Context: an optimization exercise on an open-source flow, tuned for small area, a short achievable clock period and few clock cycles per item. The choices shown serve that exercise and are no tape-out recipe.
Where RTL was checked, it was by simulation tests only, not by an equivalence proof against the original.
For runs 2 to 4, only the layout was checked, not whether the RTL still works.
Power and IR drop assume default switching activity.

==> flow/run.sh <==
#!/bin/bash
# synth_recipe.tcl (not shown) runs the flow's synth.tcl, then flattens the netlist and writes it again
# the make line also repeats each setting of config.mk as NAME=value (left out here)
make -C /OpenROAD-flow-scripts/flow DESIGN_CONFIG=/design/flow/config.mk WORK_HOME=/design/flow/orfs CLKGATE_MAP_FILE= SYNTH_SCRIPT=/design/flow/synth_recipe.tcl finish
==> flow/config.mk <==
export PLATFORM = sky130hd
export DESIGN_NAME = SME
export DESIGN_NICKNAME = SME
export VERILOG_FILES = /design/flow/design.v
export SDC_FILE = /design/flow/constraint.sdc
export NUM_CORES = 4
export LEC_CHECK = 0
export ABC_CLOCK_PERIOD_IN_PS = 1500
export CAP_MARGIN = 20
export CORE_MARGIN = 2
export CORE_UTILIZATION = 60
export SETUP_SLACK_MARGIN = 3.2
export SLEW_MARGIN = 20
==> flow/constraint.sdc <==
create_clock -name core_clock -period 5.0 [get_ports {clk}]
set_input_delay 1.0000 -clock core_clock [delete_from_list [all_inputs] [get_ports {clk}]]
set_output_delay 1.0000 -clock core_clock [all_outputs]
set_load 0.01 [all_outputs]
==> flow/design.v <==
module SME(clk,reset,chardata,isstring,ispattern,valid,match,match_index);
input clk;
input reset;
input [7:0] chardata;
input isstring;
input ispattern;
output match;
output [4:0] match_index;
output valid;
localparam space = 8'h20;
localparam first = 8'h5E;
localparam last  = 8'h24;
localparam dot   = 8'h2E;
localparam star  = 8'h2A;
reg         isstr_r, isstr_rr;
reg         ispat_r, ispat_rr;
reg  [7:0]  chr_r;               
reg         tStar_r, tDot_r, tLast_r, tFirst_r;
reg  [7:0]  str_r [31:0];
reg  [5:0]  strCnt_r;
reg  [32:0] act_r;
reg         hasStar_r;
reg         frozen_r;
reg  [4:0]  off_r;               
reg  [5:0]  pos_r;
reg         any_r;
reg         fin_r;
reg         valid_r, match_r;
reg  [4:0]  matchIdx_r;
assign valid = valid_r;
assign match = match_r;
assign match_index = matchIdx_r;
integer q;
wire inFirst = (chardata == first);
wire inLast  = (chardata == last);
always @(posedge clk) begin
    if (reset) begin
        isstr_r  <= 1'b0;
        isstr_rr <= 1'b0;
        ispat_r  <= 1'b0;
        ispat_rr <= 1'b0;
    end
    else begin
        isstr_r  <= isstring;
        isstr_rr <= isstr_r;
        ispat_r  <= ispattern;
        ispat_rr <= ispat_r;
    end
    chr_r    <= (inFirst || inLast) ? space : chardata;
    tStar_r  <= (chardata == star);
    tDot_r   <= (chardata == dot);
    tLast_r  <= inLast;
    tFirst_r <= inFirst;
end
always @(posedge clk) begin
    if (isstr_r) begin
        for (q = 0; q < 31; q = q + 1)
            str_r[q] <= str_r[q+1];
        str_r[31] <= chr_r;
    end
end
always @(posedge clk) begin
    if (reset)
        strCnt_r <= 6'd0;
    else if (isstring)
        strCnt_r <= isstr_r ? strCnt_r + 6'd1 : 6'd1;
end
reg  [31:0] eq;
reg  [32:0] startSet;
reg  [32:0] src;
reg  [32:0] nxt;
reg  [32:0] pre;
wire        patFirst = ispat_r && !ispat_rr;
always @(*) begin
    for (q = 0; q < 32; q = q + 1) begin
        eq[q]       = (str_r[q] == chr_r);
        startSet[q] = ({1'b0, strCnt_r} + q >= 7'd32);
    end
    startSet[32] = 1'b0;
    src = act_r;
    pre = src;
    for (q = 32; q >= 1; q = q - 1) pre[q] = pre[q] | pre[q-1];
    for (q = 32; q >= 2; q = q - 1) pre[q] = pre[q] | pre[q-2];
    for (q = 32; q >= 4; q = q - 1) pre[q] = pre[q] | pre[q-4];
    for (q = 32; q >= 8; q = q - 1) pre[q] = pre[q] | pre[q-8];
    for (q = 32; q >= 16; q = q - 1) pre[q] = pre[q] | pre[q-16];
    for (q = 32; q >= 32; q = q - 1) pre[q] = pre[q] | pre[q-32];
    if (tStar_r)
        nxt = pre;
    else if (tFirst_r) begin
        nxt[0] = src[0];
        for (q = 1; q < 33; q = q + 1)
            nxt[q] = src[q] & (!src[q-1] | eq[q-1]);
        nxt[32] = 1'b0;
    end
    else if (tLast_r) begin
        for (q = 0; q < 32; q = q + 1)
            nxt[q] = src[q] & eq[q];
        nxt[32] = src[32];
    end
    else begin
        nxt[0] = 1'b0;
        for (q = 0; q < 32; q = q + 1)
            nxt[q+1] = src[q] & (tDot_r | eq[q]);
    end
end
wire       curStar = hasStar_r && !patFirst;
wire [4:0] curOff  = patFirst ? strCnt_r[4:0] : off_r;
wire       consume = !(tStar_r || tFirst_r || tLast_r);
always @(posedge clk) begin
    act_r <= ispat_r ? nxt : startSet;
    if (ispat_r)
        off_r <= (consume && !curStar) ? curOff - 5'd1 : curOff;
end
always @(posedge clk) begin
    if (reset) begin
        hasStar_r <= 1'b0;
        frozen_r  <= 1'b0;
    end
    else begin
        hasStar_r <= ispat_r && (curStar || tStar_r);
        frozen_r  <= hasStar_r;
    end
end
reg [5:0] lead;
always @(*) begin
    lead = 6'd0;
    for (q = 32; q >= 0; q = q - 1)
        if (act_r[q]) lead = q;
end
always @(posedge clk) begin
    if (!frozen_r) pos_r <= lead;
    any_r <= |act_r;
end
always @(posedge clk) begin
    if (reset) begin
        fin_r      <= 1'b0;
        valid_r    <= 1'b0;
        match_r    <= 1'b0;
        matchIdx_r <= 5'd0;
    end
    else begin
        fin_r      <= ispat_rr && !ispat_r;
        valid_r    <= fin_r;
        match_r    <= fin_r && any_r;
        matchIdx_r <= (fin_r && any_r) ? pos_r[4:0] + off_r : 5'd0;
    end
end
endmodule
==> key figures, run 1 <==
Yosys
  – Post-synth EDFFs: ~270
  – Synth Register Bits: around 330
  – Mapped Avg Cell Area: approximately 12 sq um
  – Ys flop type: edfxtp_1
  – Seq/Total Area, Yosys: 60.5%
  – Async S/R FF share, synth: 0%
  – Mapped Area: roughly 15000 sq um
  – Synth warn: 2
  – Synth cell types: 67
  – Post-Synthesis Cells: between 1000 and 1500
  – Syn nets: between 1000 and 1500

Routing
  – Routed Antenna Nets: 0
  – Total wire length: 42600 um
  – Vias: between 10000 and 15000
  – Avg WL per Cell: about 24 um
  – Pre-Repair DR Iteration Count: 9
  – DRC errors left: 0
  – Avg Vias per Cell: ~6.3
  – Initial drt markers: around 1300

Power and ir drop
  – Int Pwr: 0.00487 W
  – Switching part of the total: 23.7%
  – Leak: 6.54 nW
  – Clock network power share: approximately two fifths
  – Power Dens Cells: roughly 330 nW/um^2
  – Comb pwr share: between 10% and 20%
  – Worst vdd ir: roughly 0.33 mV
  – Total Power: between 0.006 and 0.007 W
  – Sequential power share: between 50 and 60%
  – Psw: 0.00152 W

Floorplanning
  – DIE AREA: ~27000 sq um
  – Die W: about 160 um
  – Die Y: around 160 um
  – Initial Util: around 61%
  – Row count: 58
  – Placeable Area: ~25000 sq um
  – Top-Level Pins: 19

Critical path
  – CP endpoint kind: flop
  – CP Max Fanout: 6
  – CP Launch Type: flop
  – Crit path kind: flop to flop
  – R2R Path End: act_r[23]$_DFF_P_
  – Critical path capture point: act_r[23]$_DFF_P_
  – Critical path data arrival time: ~2.4 ns
  – R2R depth: 6
  – Worst R2R Setup Slack: between 3 and 4 ns
  – Worst setup path startpoint: act_r[0]$_DFFE_PP_
  – Worst r2r src: act_r[0]$_DFFE_PP_
  – CP Data Required Time: roughly 5.4 ns

Layout
  – Fill cells: roughly 1600
  – Final-stage net count: around 1400
  – Layout cells sized above 1: approximately a quarter
  – Area occupied by multi-input gates: about 6400 sq um
  – Commonest non-fill, non-tap cell in the layout: edfxtp_1
  – Commonest cells after routing, fill and taps aside: 267 x edfxtp_1, 188 x xnor2_1, 95 x buf_4
  – Reg area: between 9000 and 10000 sq um
  – Area growth, synth to finish: 25.8%

Timing
  – # setup viols final: 0
  – RSZ-0062 raised after global routing: true
  – Final Max Slew Viols: 0
  – Setup TNS: 0 ns
  – FMAX: roughly 500 MHz
  – Final Cycle Share: 39.6%
  – Slew Limit Headroom: 40.2%
  – Fin crit period: 1.98 ns
  – Slew of the pin with the lowest slew margin: between 0.8 and 0.9 ns
  – Worst Skew: 0.0140 ns
  – Final hold vios: 0

Clock tree
  – Hold-fix buffers at CTS: 0
  – Clock Latency Late Sink: between 0.5 and 0.6 ns
  – # H-tree levels: 2
  – CTS buffer count: 36
  – Clk buf depth: 3
  – CTS tree: yes
  – Reg clk slew, reported paths: 0.06 ns
  – CTS root buf: clkbuf_16
  – Clock sink count: ~330

Placement
  – Post-DP HPWL: roughly 23000 um
  – I/O Buffers: 18
  – Gpl congestion: roughly 0.94

Global route
  – Largest net degree at the start of global routing: 108
  – Gr ovfl total: 0
  – Antenna violations before repair: 1
  – Total Routing Usage GR: 28.7%
  – Number of global-route vias before repair: between 10000 and 15000
  – First-pass GRT wire length: ~59000 um

Worst hold path
  – HP Class: flop to flop
  – Min-delay src: str_r[16][0]$_DFFE_PP_

Run status
  – Status: finished clean

Job
  – Max-Cap Viols: 0
## synthesized netlist by cell type (3+ instances only)
cell | count | area (sq um)
a211oi_1 | 5 | 37.5
a21boi_0 | 4 | 30.0
a21oi_1 | 45 | 225
a221oi_1 | 3 | 26.3
a22oi_1 | 5 | 37.5
a311oi_1 | 5 | 43.8
a31oi_1 | 22 | 138
a32oi_1 | 7 | 61.3
a41oi_1 | 8 | 70.1
and2_1 | 4 | 25.0
and3_1 | 5 | 31.3
buf_1 | 4 | 15.0
buf_2 | 38 | 190
clkbuf_1 | 42 | 158
dfxtp_1 | 64 | 1280
edfxtp_1 | 267 | 8020
ha_1 | 8 | 100
inv_1 | 29 | 109
mux2i_1 | 5 | 50.1
nand2_1 | 59 | 221
nand2b_1 | 9 | 56.3
nand3_1 | 25 | 125
nand4_1 | 58 | 363
nor2_1 | 84 | 315
nor2b_1 | 5 | 31.3
nor3_1 | 19 | 95.1
nor3b_1 | 4 | 30.0
nor4_1 | 22 | 138
o211a_1 | 4 | 40.0
o211ai_1 | 23 | 173
o21a_1 | 6 | 45.0
o21ai_0 | 46 | 230
o21bai_1 | 3 | 22.5
o221ai_1 | 5 | 43.8
o22ai_1 | 6 | 37.5
o2bb2ai_1 | 3 | 26.3
o31ai_1 | 4 | 30.0
or2_2 | 3 | 18.8
xnor2_1 | 197 | 1730
xor2_1 | 68 | 596
## flip-flops by register name (all words and copies together), names as in the netlist
| signal | flops |
|---|---|
| isstr_r | 1 |
| chr_r | 8 |
| matchIdx_r | 5 |
| tStar_r | 1 |
| str_r | 256 |
| hasStar_r | 1 |
| frozen_r | 1 |
| ispat_rr | 1 |
| any_r | 1 |
| pos_r | 5 |
| tLast_r | 1 |
| tFirst_r | 1 |
| match_r | 1 |
| off_r | 5 |
| ispat_r | 1 |
| act_r | 33 |
| tDot_r | 1 |
| strCnt_r | 6 |
| valid_r | 1 |
| fin_r | 1 |
## stage by stage
stage	cells	cell area (sq um)	hold slack [ns]	setup WS, ns	utilization, %
global route	1742	19300	0.470	2.98	76.8
floorplan	1261	15500	0.403	2.27	-
finish	1742	19300	0.466	3.02	76.8
detailed placement	1541	15800	0.455	2.28	62.7
global placement	1541	15800	0.449	2.26	62.7
CTS	1665	17900	0.467	3.03	71.1
## worst min-delay path by stage
stage | to | slack [ns] | depth (start not counted)
2_1_floorplan | str_r[31][0]$_DFFE_PP_ | 0.40 | 0
3_3_place_gp | str_r[11][4]$_DFFE_PP_ | 0.45 | 0
3_5_place_dp | str_r[20][7]$_DFFE_PP_ | 0.45 | 0
4_1_cts | str_r[26][7]$_DFFE_PP_ | 0.47 | 0
5_1_grt | str_r[26][7]$_DFFE_PP_ | 0.47 | 0
6_report | str_r[15][0]$_DFFE_PP_ | 0.47 | 0
## repair_timing
action                                  CTS  global route
gates resized for setup                 150           148
cloned                                    5            11
pin swaps                                34            94
setup buffers                            55            65
endpoints found under the setup margin  258            56
## critical path, cell delays in order (launching register included)
cell and delay (ns):
edfxtp_1 0.44, nor4_4 0.38, nand4_4 0.25, nand2b_4 0.26, buf_4 0.16, o31ai_2 0.32, a31oi_1 0.08
## power by group through the flow
| stage | combinational [W] | sequential [W] | clock [W] |
|---|---|---|---|
| 2_1_floorplan | 0.000346 | 0.00324 | 0 |
| 3_3_place_gp | 0.000437 | 0.00327 | 0 |
| 3_5_place_dp | 0.000442 | 0.00327 | 0 |
| 4_1_cts | 0.000558 | 0.00320 | 0.00251 |
| 5_1_grt | 0.000729 | 0.00323 | 0.00262 |
| 6_report | 0.000687 | 0.00322 | 0.00248 |
## layout make-up
cell class / count / share of cell area, %
antenna: 1 / 0.0129
clock buffer: 53 / 5.20
clock inverter: 11 / 0.401
inverter: 30 / 0.634
multi-input combinational: 818 / 33.1
sequential: 331 / 48.6
tap: 330 / 2.13
timing repair buffer: 168 / 9.95
## cell families after synthesis
family          after synthesis  share of synthesized area (%)
xor+xnor                    265                           15.1
compound gates              222                           9.61
mux                           6                          0.399
fa+ha+maj                     9                          0.781
simple gates                314                           10.6
flops                       331                           60.5
buf+inv                     114                           3.09
## metal layers
metal	GRT usage [%]	vias up	routed length, um
met5	0	-	0
met4	10.6	0	1820
met3	5.56	159	3520
met2	47.5	577	20300
met1	38.0	5424	17000
li1	-	4875	-
Testbench counts, summed over its fixed seeds: cycles 25,363, patterns 1,963.
==> run 2, diff against run 1 <==
==> flow/design.v (replaced) <==
module SME(clk,reset,chardata,isstring,ispattern,valid,match,match_index);
input clk;
input reset;
input [7:0] chardata;
input isstring;
input ispattern;
output match;
output [4:0] match_index;
output valid;
localparam space = 8'h20;
localparam first = 8'h5E;
localparam last  = 8'h24;
localparam dot   = 8'h2E;
localparam star  = 8'h2A;
reg         isstr_r;             
reg         ispat_r;             
reg  [7:0]  str_r [31:0];
reg  [5:0]  strCnt_r;
reg  [32:0] act_r;
reg         hasStar_r;
reg         frozen_r;
reg  [4:0]  off_r;               
reg  [5:0]  pos_r;
reg         any_r;
reg         fin_r;
reg         valid_r, match_r;
reg  [4:0]  matchIdx_r;
assign valid = valid_r;
assign match = match_r;
assign match_index = matchIdx_r;
integer q;
always @(posedge clk) begin
    if (reset) begin
        isstr_r <= 1'b0;
        ispat_r <= 1'b0;
    end
    else begin
        isstr_r <= isstring;
        ispat_r <= ispattern;
    end
end
always @(posedge clk) begin
    if (isstring) begin
        for (q = 0; q < 31; q = q + 1)
            str_r[q] <= str_r[q+1];
        str_r[31] <= chardata;
    end
end
wire [5:0] strCntNxt = !isstring ? strCnt_r :
                       isstr_r   ? strCnt_r + 6'd1 : 6'd1;
always @(posedge clk) begin
    if (reset)
        strCnt_r <= 6'd0;
    else
        strCnt_r <= strCntNxt;
end
wire        tStar  = (chardata == star);
wire        tDot   = (chardata == dot);
wire        tFirst = (chardata == first);
wire        tLast  = (chardata == last);
reg  [31:0] eq, sp;
reg  [32:0] startSet;
reg  [32:0] src;
reg  [32:0] nxt;
reg  [32:0] pre;
always @(*) begin
    for (q = 0; q < 32; q = q + 1) begin
        eq[q]       = (str_r[q] == chardata);
        sp[q]       = (str_r[q] == space);
        startSet[q] = ({1'b0, strCntNxt} + q >= 7'd32);
    end
    startSet[32] = 1'b0;
    src = act_r;
    pre = src;
    for (q = 32; q >= 1; q = q - 1) pre[q] = pre[q] | pre[q-1];
    for (q = 32; q >= 2; q = q - 1) pre[q] = pre[q] | pre[q-2];
    for (q = 32; q >= 4; q = q - 1) pre[q] = pre[q] | pre[q-4];
    for (q = 32; q >= 8; q = q - 1) pre[q] = pre[q] | pre[q-8];
    for (q = 32; q >= 16; q = q - 1) pre[q] = pre[q] | pre[q-16];
    for (q = 32; q >= 32; q = q - 1) pre[q] = pre[q] | pre[q-32];
    if (tStar)
        nxt = pre;
    else if (tFirst) begin
        nxt[0] = src[0];
        for (q = 1; q < 33; q = q + 1)
            nxt[q] = src[q] & (!src[q-1] | sp[q-1]);
        nxt[32] = 1'b0;
    end
    else if (tLast) begin
        for (q = 0; q < 32; q = q + 1)
            nxt[q] = src[q] & sp[q];
        nxt[32] = src[32];
    end
    else begin
        nxt[0] = 1'b0;
        for (q = 0; q < 32; q = q + 1)
            nxt[q+1] = src[q] & (tDot | eq[q]);
    end
end
wire       patFirst = ispattern && !ispat_r;
wire       curStar  = hasStar_r && !patFirst;
wire [4:0] curOff   = patFirst ? strCnt_r[4:0] : off_r;
wire       consume  = !(tStar || tFirst || tLast);
always @(posedge clk) begin
    act_r <= ispattern ? nxt : startSet;
    if (ispattern)
        off_r <= (consume && !curStar) ? curOff - 5'd1 : curOff;
end
always @(posedge clk) begin
    if (reset) begin
        hasStar_r <= 1'b0;
        frozen_r  <= 1'b0;
    end
    else begin
        hasStar_r <= ispattern && (curStar || tStar);
        frozen_r  <= hasStar_r;
    end
end
reg [5:0] lead;
always @(*) begin
    lead = 6'd0;
    for (q = 32; q >= 0; q = q - 1)
        if (act_r[q]) lead = q;
end
always @(posedge clk) begin
    if (!frozen_r) pos_r <= lead;
    any_r <= |act_r;
end
always @(posedge clk) begin
    if (reset) begin
        fin_r      <= 1'b0;
        valid_r    <= 1'b0;
        match_r    <= 1'b0;
        matchIdx_r <= 5'd0;
    end
    else begin
        fin_r      <= ispat_r && !ispattern;
        valid_r    <= fin_r;
        match_r    <= fin_r && any_r;
        matchIdx_r <= (fin_r && any_r) ? pos_r[4:0] + off_r : 5'd0;
    end
end
endmodule
--- a/flow/config.mk
+++ b/flow/config.mk
@@ -7,3 +7,3 @@
 export LEC_CHECK = 0
-export ABC_CLOCK_PERIOD_IN_PS = 1500
+export ABC_CLOCK_PERIOD_IN_PS = 2000
 export CAP_MARGIN = 20
@@ -11,3 +11,3 @@
 export CORE_UTILIZATION = 60
-export SETUP_SLACK_MARGIN = 3.2
+export SETUP_SLACK_MARGIN = 2.8
 export SLEW_MARGIN = 20
==> key figures, run 2 <==
Global route
  – First-pass GRT wire length: 62700 um (was 58500 um)
  – Number of global-route vias before repair: 10800 (was 10200)
  – Total Routing Usage GR: 30.6% (was 28.7%)
  – Largest net degree at the start of global routing: 89 (was 108)
  – Gr ovfl total: 0 (unchanged)
  – Antenna violations before repair: 1 (unchanged)

Floorplanning
  – Row count: 58 (unchanged)
  – Placeable Area: 25300 sq um (was 25200 sq um)
  – Die W: 165 um (was 164 um)
  – Die Y: 165 um (was 164 um)
  – Initial Util: 61.3% (was 61.1%)
  – Top-Level Pins: 19 (unchanged)
  – DIE AREA: 27200 sq um (was 26900 sq um)

Timing
  – Slew Limit Headroom: 27.6% (was 40.2%)
  – Worst Skew: 0.0145 ns (was 0.0140 ns)
  – Slew of the pin with the lowest slew margin: 1.09 ns (was 0.890 ns)
  – # setup viols final: 0 (unchanged)
  – Final Cycle Share: 46.1% (was 39.6%)
  – Final hold vios: 0 (unchanged)
  – RSZ-0062 raised after global routing: true (unchanged)
  – Final Max Slew Viols: 0 (unchanged)
  – Fin crit period: 2.30 ns (was 1.98 ns)
  – FMAX: 434 MHz (was 505 MHz)
  – Setup TNS: 0 ns (unchanged)

Clock tree
  – Hold-fix buffers at CTS: 0 (unchanged)
  – Clock Latency Late Sink: 0.53 ns (was 0.52 ns)
  – # H-tree levels: 2 (unchanged)
  – CTS root buf: clkbuf_16 (unchanged)
  – Clock sink count: 318 (was 331)
  – CTS buffer count: 36 (unchanged)
  – Clk buf depth: 3 (unchanged)
  – Reg clk slew, reported paths: 0.06 ns (about the same)
  – CTS tree: yes (unchanged)

Layout
  – Area growth, synth to finish: 19.3% (was 25.8%)
  – Final-stage net count: 1396 (was 1406)
  – Biggest regs: str_r x256, act_r x33, strCnt_r x6 (was str_r x256, act_r x33, chr_r x8)
  – Commonest cells after routing, fill and taps aside: 267 x edfxtp_1, 254 x xnor2_1, 69 x buf_4 (was 267 x edfxtp_1, 188 x xnor2_1, 95 x buf_4)
  – Largest Register: str_r (unchanged)
  – Ant. Diodes: 0 (was 1)
  – Commonest non-fill, non-tap cell in the layout: edfxtp_1 (unchanged)
  – Layout cells sized above 1: 17.1% (was 26.0%)
  – Number of flip-flops in the largest register: 256 (unchanged)
  – Final instance area: 18500 sq um (was 19300 sq um)

Power and ir drop
  – Worst vdd ir: 0.377 mV (was 0.328 mV)
  – Power Dens Cells: 345 nW/um^2 (was 330 nW/um^2)
  – Leak: 6.04 nW (was 6.54 nW)

Yosys
  – Post-Synthesis Cells: 1287 (was 1261)
  – Synth top area cells: edfxtp_1 52%, xnor2_1 14%, dfxtp_1 6.6% (was edfxtp_1 52%, xnor2_1 11%, dfxtp_1 8.3%)
  – Synth cell types: 73 (was 67)
  – Post-synth EDFFs: 267 (unchanged)
  – Mapped Area: 15500 sq um (was 15400 sq um)
  – Async S/R FF share, synth: 0% (unchanged)
  – Synth Register Bits: 318 (was 331)
  – Seq/Total Area, Yosys: 58.2% (was 60.5%)
  – Synth area leader: edfxtp_1 (unchanged)
  – Top-area cell type share of the netlist area: 51.6% (was 52.1%)
  – Mapped Avg Cell Area: 12.1 sq um (was 12.2 sq um)
  – Synth warn: 2 (unchanged)
  – Top-count cell post-synth: edfxtp_1 (unchanged)
  – Synth top cells by count: 267 x edfxtp_1, 255 x xnor2_1, 74 x a21oi_1 (was 267 x edfxtp_1, 197 x xnor2_1, 84 x nor2_1)
  – Ys flop type: edfxtp_1 (unchanged)
  – Syn nets: 1306 (was 1282)

Routing
  – DRC errors left: 0 (unchanged)
  – Total wire length: 42800 um (was 42600 um)
  – Initial drt markers: 1223 (was 1337)
  – Vias: 11300 (was 11000)
  – Avg Vias per Cell: 6.50 (was 6.33)
  – Avg WL per Cell: 24.7 um (was 24.5 um)
  – Routed Antenna Nets: 0 (unchanged)
  – Pre-Repair DR Iteration Count: 5 (was 9)

Critical path
  – Crit-path leading delay family: compound AO/OA/AOI/OAI gates (was simple AND/OR/NAND/NOR gates)
  – Critical path data arrival time: 2.70 ns (was 2.38 ns)
  – CP Data Required Time: 5.39 ns (about the same)
  – CP cell instances: buf_12 > buf_12 > nor4bb_4 > nand3_4 > buf_6 > o21a_4 > buf_12 > a31oi_1 > o21ai_1 > a21boi_1 (was nor4_4 > nand4_4 > nand2b_4 > buf_4 > o31ai_2 > a31oi_1)
  – Cell mode on critical path: buf_12
  – Crit path kind: input port to flop (was flop to flop)
  – Slowest-stage cell, CP: nor4bb_4 (was edfxtp_1)
  – CP Launch Type: input port (was flop)
  – WP buf/inv: 4 (was 1)
  – CP Max Fanout: 7 (was 6)
  – Worst path max stage delay: 0.39 ns (was 0.44 ns)
  – CP endpoint kind: flop (unchanged)

Worst hold path
  – HP Class: flop to flop (unchanged)

Run status
  – Status: finished clean (unchanged)

Placement
  – Post-DP HPWL: 25900 um (was 22500 um)
  – Placement Cell Area: 15900 sq um (was 15800 sq um)
  – Gpl congestion: 0.924 (was 0.940)
  – I/O Buffers: 18 (unchanged)

Job
  – Max-Cap Viols: 0 (unchanged)
-- run 2: changes by cell type after synthesis, sizes merged, moves of 13 or more --
cell and delta:
xnor2 +58, xor2 -53, nor4b +32, a21oi +30, nor2 -26, o21ai +25
clkbuf -19, nand3 +17, nor4 +17, o211ai -17, dfxtp -13
-- run 2: kinds of logic (layout without fill, tap and decap cells) --
kind of cell / Yosys count / after routing / synth area share (%)
compound gates: 243 / 243 / 9.60
xor+xnor: 270 / 270 / 15.2
fa+ha+maj: 7 / 7 / 0.612
buf+inv: 90 / 203 / 2.67
flops: 318 / 318 / 58.2
mux: 7 / 7 / 0.451
simple gates: 352 / 353 / 13.2
-- run 2: final timing paths --
path                           from                  to  slack (ns)  depth (start not counted)
max                     chardata[7]   act_r[17]$_DFF_P_        2.70                         10
max reg2reg  strCnt_r[0]$_SDFF_PP0_   act_r[29]$_DFF_P_        2.83                          8
min reg2reg        fin_r$_SDFF_PP0_  valid_r$_SDFF_PP0_        0.47                          1
min                fin_r$_SDFF_PP0_  valid_r$_SDFF_PP0_        0.47                          1
-- run 2: worst reg2reg max path, delay by kind of cell, from the launching register on --
family | cells | cell delay, ns
AO/OA/AOI/OAI | 2 | 0.27
adder cells (fa/ha/maj) | 1 | 0.27
buffers and inverters | 1 | 0.20
flip-flops | 1 | 0.45
AND/OR/NAND/NOR | 4 | 0.87
-- run 2: cell type report --
| class | count | area (sq um) |
|---|---|---|
| flip-flops and latches | 318 | 9040 |
| multi-input cells | 880 | 6470 |
| well taps | 330 | 413 |
| repair buffers | 120 | 1410 |
| fillers | 1682 | 6800 |
| clock buffers | 47 | 963 |
| inverters | 21 | 86.3 |
| clock inverters | 15 | 141 |
-- run 2: per-layer routing --
layer	wire length [um]	GRT usage, %
met1	17300	40.4
met3	3640	5.65
met4	2010	12.3
met2	19900	50.1
met5	13	0
-- run 2: timing repair --
action,4_1_cts,5_1_grt
gates cloned,3,6
setup buffers,48,28
endpoints found under the hold margin,0,0
endpoints found under the setup margin,213,36
resized for setup,98,60
pin swaps,13,27
-- run 2: report_power, final --
| group | leakage, nW | total, W | internal [W] | switching, W |
|---|---|---|---|---|
| Combinational | 2.45 | 0.000631 | 0.000301 | 0.000330 |
| Clock | 0.541 | 0.00254 | 0.00151 | 0.00103 |
| Sequential | 3.05 | 0.00322 | 0.00305 | 0.000166 |
-- run 2: per-stage QoR --
stage	util, %	total power, W	worst slack, ns	cells	hold slack, ns
finish	73.2	0.00639	2.70	1731	0.470
global route	73.2	0.00657	2.69	1731	0.491
CTS	70.7	0.00635	2.77	1697	0.472
detailed placement	63.0	0.00379	1.38	1584	0.466
global placement	63.0	0.00378	1.44	1584	0.467
floorplan	-	0.00360	2.43	1287	0.416
==> run 3, diff against run 2 <==
--- a/flow/design.v
+++ b/flow/design.v
@@ -60,2 +60,3 @@
 wire        tLast  = (chardata == last);
+wire        tNorm  = !(tStar || tFirst || tLast);
 reg  [31:0] eq, sp;
@@ -80,19 +81,7 @@
     for (q = 32; q >= 32; q = q - 1) pre[q] = pre[q] | pre[q-32];
-    if (tStar)
-        nxt = pre;
-    else if (tFirst) begin
-        nxt[0] = src[0];
-        for (q = 1; q < 33; q = q + 1)
-            nxt[q] = src[q] & (!src[q-1] | sp[q-1]);
-        nxt[32] = 1'b0;
-    end
-    else if (tLast) begin
-        for (q = 0; q < 32; q = q + 1)
-            nxt[q] = src[q] & sp[q];
-        nxt[32] = src[32];
-    end
-    else begin
-        nxt[0] = 1'b0;
-        for (q = 0; q < 32; q = q + 1)
-            nxt[q+1] = src[q] & (tDot | eq[q]);
+    for (q = 0; q < 33; q = q + 1) begin
+        nxt[q] = (tStar && pre[q]) ||
+                 (tFirst && q < 32 && src[q] && (q == 0 || !src[q-1] || sp[q-1])) ||
+                 (tLast && src[q] && (q == 32 || sp[q])) ||
+                 (tNorm && q > 0 && src[q-1] && (tDot || eq[q-1]));
     end
--- a/flow/config.mk
+++ b/flow/config.mk
@@ -11,3 +11,3 @@
 export CORE_UTILIZATION = 60
-export SETUP_SLACK_MARGIN = 2.8
+export SETUP_SLACK_MARGIN = 2.5
 export SLEW_MARGIN = 20
==> key figures, run 3 <==
Layout
  – Commonest cells after routing, fill and taps aside: 266 x edfxtp_1, 236 x xnor2_1, 72 x o21ai_0 (was 267 x edfxtp_1, 254 x xnor2_1, 69 x buf_4)
  – Final-stage net count: 1299 (was 1396)
  – Biggest regs: str_r x256, act_r x33, strCnt_r x6 (unchanged)
  – Largest Register: str_r (unchanged)
  – Area growth, synth to finish: 14.8% (was 19.3%)
  – Commonest non-fill, non-tap cell in the layout: edfxtp_1 (unchanged)
  – Number of flip-flops in the largest register: 256 (unchanged)
  – Area occupied by multi-input gates: 5930 sq um (was 6470 sq um)
  – Ant. Diodes: 0 (unchanged)
  – Fill cells: 1773 (was 1682)
  – Layout cells sized above 1: 10.9% (was 17.1%)
  – Reg area: 9030 sq um (was 9040 sq um)

Global route
  – Number of global-route vias before repair: 10200 (was 10800)
  – First-pass GRT wire length: 57800 um (was 62700 um)
  – Antenna violations before repair: 0 (was 1)
  – Largest net degree at the start of global routing: 188 (was 89)
  – Gr ovfl total: 0 (unchanged)
  – Total Routing Usage GR: 28.5% (was 30.6%)

Critical path
  – CP Launch Type: input port (unchanged)
  – CP Max Fanout: 7 (unchanged)
  – Worst R2R Setup Slack: 2.46 ns (was 2.83 ns)
  – R2R depth: 6 (was 8)
  – Critical path data arrival time: 2.93 ns (was 2.70 ns)
  – CP Data Required Time: 5.37 ns (was 5.39 ns)
  – Worst path max stage delay: 0.58 ns (was 0.39 ns)
  – CP endpoint kind: flop (unchanged)
  – Crit path kind: input port to flop (unchanged)
  – CP cell instances: buf_8 > or4b_4 > or4_4 > buf_12 > and3_4 > a311oi_2 > a22oi_1 (was buf_12 > buf_12 > nor4bb_4 > nand3_4 > buf_6 > o21a_4 > buf_12 > a31oi_1 > o21ai_1 > a21boi_1)
  – Worst r2r src: act_r[12]$_DFF_P_ (was strCnt_r[0]$_SDFF_PP0_)
  – Slowest-stage cell, CP: or4b_4 (was nor4bb_4)
  – R2R Path End: act_r[30]$_DFF_P_ (was act_r[29]$_DFF_P_)

Yosys
  – Top-count cell post-synth: edfxtp_1 (unchanged)
  – Top-area cell type share of the netlist area: 53.0% (was 51.6%)
  – Syn nets: 1255 (was 1306)
  – Seq/Total Area, Yosys: 59.9% (was 58.2%)
  – Synth top area cells: edfxtp_1 53%, xnor2_1 14%, dfxtp_1 6.9% (was edfxtp_1 52%, xnor2_1 14%, dfxtp_1 6.6%)
  – Synth area leader: edfxtp_1 (unchanged)
  – Ys flop type: edfxtp_1 (unchanged)
  – Synth cell types: 56 (was 73)
  – Mapped Avg Cell Area: 12.2 sq um (was 12.1 sq um)
  – Synth warn: 7 (was 2)
  – Synth top cells by count: 266 x edfxtp_1, 237 x xnor2_1, 87 x o21ai_0 (was 267 x edfxtp_1, 255 x xnor2_1, 74 x a21oi_1)
  – Async S/R FF share, synth: 0% (unchanged)
  – Post-synth EDFFs: 266 (was 267)
  – Post-Synthesis Cells: 1236 (was 1287)
  – Synth Register Bits: 318 (unchanged)
  – Mapped Area: 15100 sq um (was 15500 sq um)

Clock tree
  – # H-tree levels: 2 (unchanged)
  – Hold-fix buffers at CTS: 0 (unchanged)
  – Clock Latency Late Sink: 0.52 ns (was 0.53 ns)
  – Clock sink count: 318 (unchanged)
  – CTS root buf: clkbuf_16 (unchanged)
  – Clk buf depth: 3 (unchanged)
  – Reg clk slew, reported paths: 0.06 ns (about the same)
  – CTS buffer count: 36 (unchanged)
  – CTS tree: yes (unchanged)

Routing
  – Avg WL per Cell: 23.3 um (was 24.7 um)
  – Pre-Repair DR Iteration Count: 7 (was 5)
  – Avg Vias per Cell: 6.39 (was 6.50)
  – DRC errors left: 0 (unchanged)
  – Routed Antenna Nets: 0 (unchanged)
  – Initial drt markers: 1097 (was 1223)
  – Total wire length: 38200 um (was 42800 um)
  – Vias: 10500 (was 11300)

Power and ir drop
  – Worst vdd ir: 0.342 mV (was 0.377 mV)
  – Power Dens Cells: 360 nW/um^2 (was 345 nW/um^2)
  – Leak: 5.58 nW (was 6.04 nW)

Floorplanning
  – Die Y: 162 um (was 165 um)
  – Top-Level Pins: 19 (unchanged)
  – Placeable Area: 24900 sq um (was 25300 sq um)
  – Die W: 162 um (was 165 um)
  – Row count: 58 (unchanged)
  – Initial Util: 60.5% (was 61.3%)
  – DIE AREA: 26400 sq um (was 27200 sq um)

Job
  – Max-Cap Viols: 0 (unchanged)

Timing
  – Setup TNS: 0 ns (unchanged)
  – Final Max Slew Viols: 0 (unchanged)
  – Final hold vios: 0 (unchanged)
  – Fin crit period: 2.56 ns (was 2.30 ns)
  – Final Cycle Share: 51.2% (was 46.1%)
  – Worst hold slack: 0.489 ns (was 0.470 ns)
  – RSZ-0062 raised after global routing: true (unchanged)
  – # setup viols final: 0 (unchanged)
  – Worst Skew: 0.0134 ns (was 0.0145 ns)
  – Slew of the pin with the lowest slew margin: 1.09 ns (about the same)
  – Slew Limit Headroom: 27.0% (was 27.6%)
  – FMAX: 390 MHz (was 434 MHz)

Placement
  – I/O Buffers: 18 (unchanged)
  – Gpl congestion: 0.896 (was 0.924)
  – Post-DP HPWL: 22900 um (was 25900 um)

Worst hold path
  – Hold path endpoint: str_r[28][5]$_DFFE_PP_ (was valid_r$_SDFF_PP0_)
  – Hold path depth: 0 (was 1)
  – Min-delay src: str_r[29][5]$_DFFE_PP_ (was fin_r$_SDFF_PP0_)
  – HP Class: flop to flop (unchanged)

Run status
  – Status: finished clean (unchanged)
-- run 3: cell count changes in the layout (fill, tap and decap cells not counted), sizes merged, moves of 7 or more --
cell,delta
buf,-53
a21oi,-18
xnor2,-18
o21ai,+17
nand3,-16
xor2,+15
nor2,-14
nand2,+9
clkdlybuf4s50,+7
-- run 3: where the power goes --
part           switching, W  internal, W
Clock               0.00105      0.00146
Combinational      0.000286     0.000238
Sequential         0.000151      0.00305
Total               0.00148      0.00475
-- run 3: layout make-up --
| class | instances | area share, % |
|---|---|---|
| flip-flops and latches | 318 | 52.2 |
| multi-input cells | 844 | 34.3 |
| clock buffers | 50 | 5.81 |
| repair buffers | 63 | 4.32 |
| well taps | 330 | 2.39 |
| clock inverters | 15 | 0.644 |
| inverters | 17 | 0.391 |
-- run 3: worst max-delay path by stage --
stage          cells after the start           endpoint  slack (ns)              from
2_1_floorplan                      9  act_r[12]$_DFF_P_        2.04       chardata[7]
3_3_place_gp                       7   act_r[5]$_DFF_P_        1.55          isstring
3_5_place_dp                       7  act_r[13]$_DFF_P_        1.52       chardata[6]
4_1_cts                            7  act_r[13]$_DFF_P_        2.44       chardata[6]
5_1_grt                            6  act_r[30]$_DFF_P_        2.39  act_r[8]$_DFF_P_
6_report                           7  act_r[13]$_DFF_P_        2.44       chardata[6]
-- run 3: layer usage --
| layer | vias to the layer above | global-route usage (%) | wire length [um] |
|---|---|---|---|
| met1 | 5155 | 38.8 | 16000 |
| met5 | - | 0 | 0 |
| met2 | 462 | 47.4 | 18100 |
| li1 | 4754 | - | - |
| met4 | 0 | 9.29 | 1090 |
| met3 | 90 | 4.13 | 2970 |
-- run 3: cell families (layout without fill, tap and decap cells) --
family / Yosys count / after routing / share of synthesized area, %
AND/OR/NAND/NOR: 329 / 335 / 12.3
flip-flops: 318 / 318 / 59.9
XOR/XNOR: 267 / 267 / 15.5
AO/OA/AOI/OAI: 229 / 229 / 9.09
buffers and inverters: 80 / 145 / 2.18
adder cells (fa/ha/maj): 7 / 7 / 0.631
multiplexers: 6 / 6 / 0.399
-- run 3: per-stage QoR --
stage                     worst slack, ns  power, W  std cells  cell area (sq um)  utilization [%]
after floorplan                      2.04   0.00355       1236              15100                -
after global placement               1.55   0.00372       1538              15500             62.3
after detailed placement             1.52   0.00373       1538              15500             62.3
after CTS                            2.44   0.00624       1623              17000             68.5
after global routing                 2.39   0.00643       1637              17300             69.5
final                                2.44   0.00623       1637              17300             69.5
-- run 3: repair_timing --
| item | 4_1_cts | 5_1_grt |
|---|---|---|
| buffers inserted | 13 | 10 |
| resized for setup | 50 | 34 |
| cloned | 7 | 4 |
| setup endpoints to repair | 38 | 38 |
| endpoints found under the hold margin | 0 | 0 |
| pin swaps | 9 | 19 |
-- run 3: worst max-delay path: cells and delay by family --
family | cells | cell delay [ns]
and+or+nand+nor | 3 | 1.29
AOI/OAI and AO/OA | 2 | 0.37
buffers and inverters | 2 | 0.26
==> run 4, diff against run 3 <==
--- a/flow/config.mk
+++ b/flow/config.mk
@@ -11,3 +11,3 @@
 export CORE_UTILIZATION = 60
-export SETUP_SLACK_MARGIN = 2.5
+export SETUP_SLACK_MARGIN = 2.8
 export SLEW_MARGIN = 20
==> key figures, run 4 <==
Floorplanning
  – Top-Level Pins: 19 (unchanged)
  – Placeable Area: 24900 sq um (unchanged)
  – Die Y: 162 um (unchanged)
  – DIE AREA: 26400 sq um (unchanged)
  – Initial Util: 60.5% (unchanged)
  – Row count: 58 (unchanged)
  – Die W: 162 um (unchanged)

Global route
  – Largest net degree at the start of global routing: 180 (was 188)
  – First-pass GRT wire length: 58200 um (was 57800 um)
  – Number of global-route vias before repair: 10100 (was 10200)
  – Total Routing Usage GR: 28.9% (was 28.5%)
  – Gr ovfl total: 0 (unchanged)
  – Antenna violations before repair: 0 (unchanged)

Clock tree
  – Reg clk slew, reported paths: 0.06 ns (about the same)
  – Clock Latency Late Sink: 0.52 ns (about the same)
  – Clk buf depth: 3 (unchanged)
  – Clock sink count: 318 (unchanged)
  – CTS buffer count: 36 (unchanged)
  – # H-tree levels: 2 (unchanged)
  – CTS root buf: clkbuf_16 (unchanged)
  – CTS tree: yes (unchanged)

Power and ir drop
  – Clock network power share: 40.0% (was 40.3%)
  – Switching part of the total: 23.4% (was 23.8%)
  – Sequential power share: 51.4% (was 51.3%)
  – Psw: 0.00146 W (was 0.00148 W)
  – Worst vdd ir: 0.278 mV (was 0.342 mV)
  – Power Dens Cells: 359 nW/um^2 (was 360 nW/um^2)
  – Comb pwr share: 8.6% (was 8.4%)
  – Leak: 5.60 nW (was 5.58 nW)
  – Int Pwr: 0.00476 W (was 0.00475 W)
  – Total Power: 0.00622 W (was 0.00623 W)

Critical path
  – Worst R2R Setup Slack: 2.68 ns (was 2.46 ns)
  – R2R depth: 6 (unchanged)
  – CP Launch Type: input port (unchanged)
  – Worst r2r src: strCnt_r[0]$_SDFF_PP0_ (was act_r[12]$_DFF_P_)
  – CP endpoint kind: flop (unchanged)
  – Crit path kind: input port to flop (unchanged)
  – R2R Path End: act_r[17]$_DFF_P_ (was act_r[30]$_DFF_P_)
  – CP Data Required Time: 5.38 ns (was 5.37 ns)
  – Critical path data arrival time: 2.86 ns (was 2.93 ns)
  – CP Max Fanout: 24 (was 7)

Timing
  – Slew Limit Headroom: 30.7% (was 27.0%)
  – RSZ-0062 raised after global routing: true (unchanged)
  – Setup TNS: 0 ns (unchanged)
  – Worst Skew: 0.0208 ns (was 0.0134 ns)
  – # setup viols final: 0 (unchanged)
  – Final hold vios: 0 (unchanged)
  – FMAX: 403 MHz (was 390 MHz)
  – Final Cycle Share: 49.6% (was 51.2%)
  – Final Max Slew Viols: 0 (unchanged)
  – Slew of the pin with the lowest slew margin: 1.04 ns (was 1.09 ns)
  – Worst setup margin: 2.52 ns (was 2.44 ns)
  – Fin crit period: 2.48 ns (was 2.56 ns)

Yosys
  – Synth area leader: edfxtp_1 (unchanged)
  – Ys flop type: edfxtp_1 (unchanged)
  – Async S/R FF share, synth: 0% (unchanged)
  – Seq/Total Area, Yosys: 59.9% (unchanged)
  – Synth top cells by count: 266 x edfxtp_1, 237 x xnor2_1, 87 x o21ai_0 (unchanged)
  – Post-Synthesis Cells: 1236 (unchanged)
  – Synth warn: 7 (unchanged)
  – Top-area cell type share of the netlist area: 53.0% (unchanged)
  – Synth Register Bits: 318 (unchanged)
  – Mapped Area: 15100 sq um (unchanged)
  – Post-synth EDFFs: 266 (unchanged)
  – Mapped Avg Cell Area: 12.2 sq um (unchanged)
  – Synth top area cells: edfxtp_1 53%, xnor2_1 14%, dfxtp_1 6.9% (unchanged)
  – Synth cell types: 56 (unchanged)
  – Top-count cell post-synth: edfxtp_1 (unchanged)
  – Syn nets: 1255 (unchanged)

Layout
  – Final-stage net count: 1297 (was 1299)
  – Area occupied by multi-input gates: 6010 sq um (was 5930 sq um)
  – Post-Layout Cell Count: 1631 (was 1637)
  – Commonest cells after routing, fill and taps aside: 266 x edfxtp_1, 237 x xnor2_1, 70 x o21ai_0 (was 266 x edfxtp_1, 236 x xnor2_1, 72 x o21ai_0)
  – Reg area: 9030 sq um (unchanged)
  – Number of flip-flops in the largest register: 256 (unchanged)
  – Commonest non-fill, non-tap cell in the layout: edfxtp_1 (unchanged)
  – Biggest regs: str_r x256, act_r x33, strCnt_r x6 (unchanged)
  – Largest Register: str_r (unchanged)
  – Layout cells sized above 1: 11.5% (was 10.9%)
  – Ant. Diodes: 0 (unchanged)
  – Fill cells: 1739 (was 1773)
  – Area growth, synth to finish: 14.8% (about the same)

Routing
  – Avg Vias per Cell: 6.39 (about the same)
  – Pre-Repair DR Iteration Count: 6 (was 7)
  – Avg WL per Cell: 23.3 um (about the same)
  – DRC errors left: 0 (unchanged)
  – Routed Antenna Nets: 0 (unchanged)
  – Total wire length: 37900 um (was 38200 um)
  – Initial drt markers: 910 (was 1097)
  – Vias: 10400 (was 10500)

Placement
  – Post-DP HPWL: 23000 um (was 22900 um)
  – Pre-CTS setup slack: 1.29 ns (was 1.52 ns)
  – I/O Buffers: 18 (unchanged)
  – Placed insts: 1539 (was 1538)
  – Gpl congestion: 0.897 (was 0.896)

Run status
  – Status: finished clean (unchanged)

Job
  – Max-Cap Viols: 0 (unchanged)

Worst hold path
  – HP Class: flop to flop (unchanged)
  – Min-delay src: fin_r$_SDFF_PP0_ (was str_r[29][5]$_DFFE_PP_)
  – Hold path endpoint: valid_r$_SDFF_PP0_ (was str_r[28][5]$_DFFE_PP_)
  – Hold path depth: 1 (was 0)
run 4: layout make-up:
type | instances | share of cell area [%]
flip-flops and latches | 318 | 52.2
multi-input cells | 843 | 34.7
clock buffers | 47 | 5.63
repair buffers | 62 | 4.00
well taps | 330 | 2.39
clock inverters | 14 | 0.680
inverters | 17 | 0.390
run 4: stage by stage:
step / hold WS [ns] / utilization, % / instance area [sq um]
floorplan: 0.418 / - / 15100
global placement: 0.475 / 62.4 / 15500
detailed placement: 0.477 / 62.4 / 15500
CTS: 0.490 / 68.8 / 17100
global route: 0.503 / 69.5 / 17300
finish: 0.486 / 69.5 / 17300
run 4: routing by layer:
layer	global-route usage, %	up-vias	wire, um
met5	0	-	0
met4	7.56	0	820
met3	6.06	72	2930
met2	45.8	424	17800
met1	40.9	5172	16400
li1	-	4751	-
run 4: worst max-delay path: stages:
cell      delay, ns
buf_2          0.11
nand2b_1       0.32
or4_4          0.52
buf_4          0.24
and3_2         0.41
nand4_1        0.17
o211ai_1       0.09
run 4: logic make-up after synthesis:
logic type	share of synthesized area (%)
muxes	0.399
xor gates and xnor gates	15.5
DFF	59.9
adders and majority gates	0.631
AOI/OAI and AO/OA	9.09
buffers and inverters	2.18
and+or+nand+nor	12.3
run 4: worst max path at each step:
stage / startpoint / end / cells after the start / slack, ns
global route: chardata[4] / act_r[13]$_DFF_P_ / 6 / 2.50
finish: chardata[0] / act_r[14]$_DFF_P_ / 7 / 2.52
detailed placement: chardata[5] / act_r[13]$_DFF_P_ / 6 / 1.29
floorplan: chardata[7] / act_r[12]$_DFF_P_ / 9 / 2.04
CTS: chardata[4] / act_r[26]$_DFF_P_ / 8 / 2.49
global placement: chardata[5] / act_r[13]$_DFF_P_ / 6 / 1.35
run 4: repair_timing:
item                                    CTS  global route
pin swaps                                22            19
hold endpoints to repair                  0             0
gates cloned                              5             2
hold buffers                              0             0
buffers inserted                         20             4
endpoints found under the setup margin   51            42
gates resized for setup                  71            38
run 4: power groups by stage:
stage | clock [W] | combinational, W | sequential [W]
2_1_floorplan | 0 | 0.000352 | 0.00320
3_5_place_dp | 0 | 0.000487 | 0.00324
5_1_grt | 0.00262 | 0.000581 | 0.00321
6_report | 0.00249 | 0.000534 | 0.00320
4_1_cts | 0.00251 | 0.000525 | 0.00319
3_3_place_gp | 0 | 0.000481 | 0.00324

==> what the ideal ports hide <==
Ports are ideal in the flow. The routed layouts listed here were re-timed in OpenROAD.
Step 1 assumes that a clkbuf_16 drives the clock port and a buf_2 every other input.
Step 2 moves the port delays by t, midway between the first and last clock arrival at a register: inputs arrive t later, outputs are due t later. That takes back most of the time a late clock gives input paths.
a / b / c = ideal ports / drivers / drivers and shift; a / b = the first two.
run | shift t [ns] | slack for setup (ns) | slew at the worst register clock pin (ns) | worst slew at a driven data input, ns | pins driven straight from the clock port
run 1 | 0.559 | 3.018 / 3.001 / 2.742 | 0.07 / 0.07 | 0.06 | 1
run 2 | 0.570 | 2.695 / 2.670 / 2.100 | 0.07 / 0.07 | 0.22 | 1
run 3 | 0.570 | 2.438 / 2.454 / 1.884 | 0.06 / 0.06 | 0.22 | 1
run 4 | 0.557 | 2.519 / 2.464 / 1.907 | 0.06 / 0.06 | 0.19 | 1
After both steps every run listed still meets setup and hold. The setup slack of run 4, which loses most, moves by -0.055 ns with the drivers and by -0.612 ns with both steps.
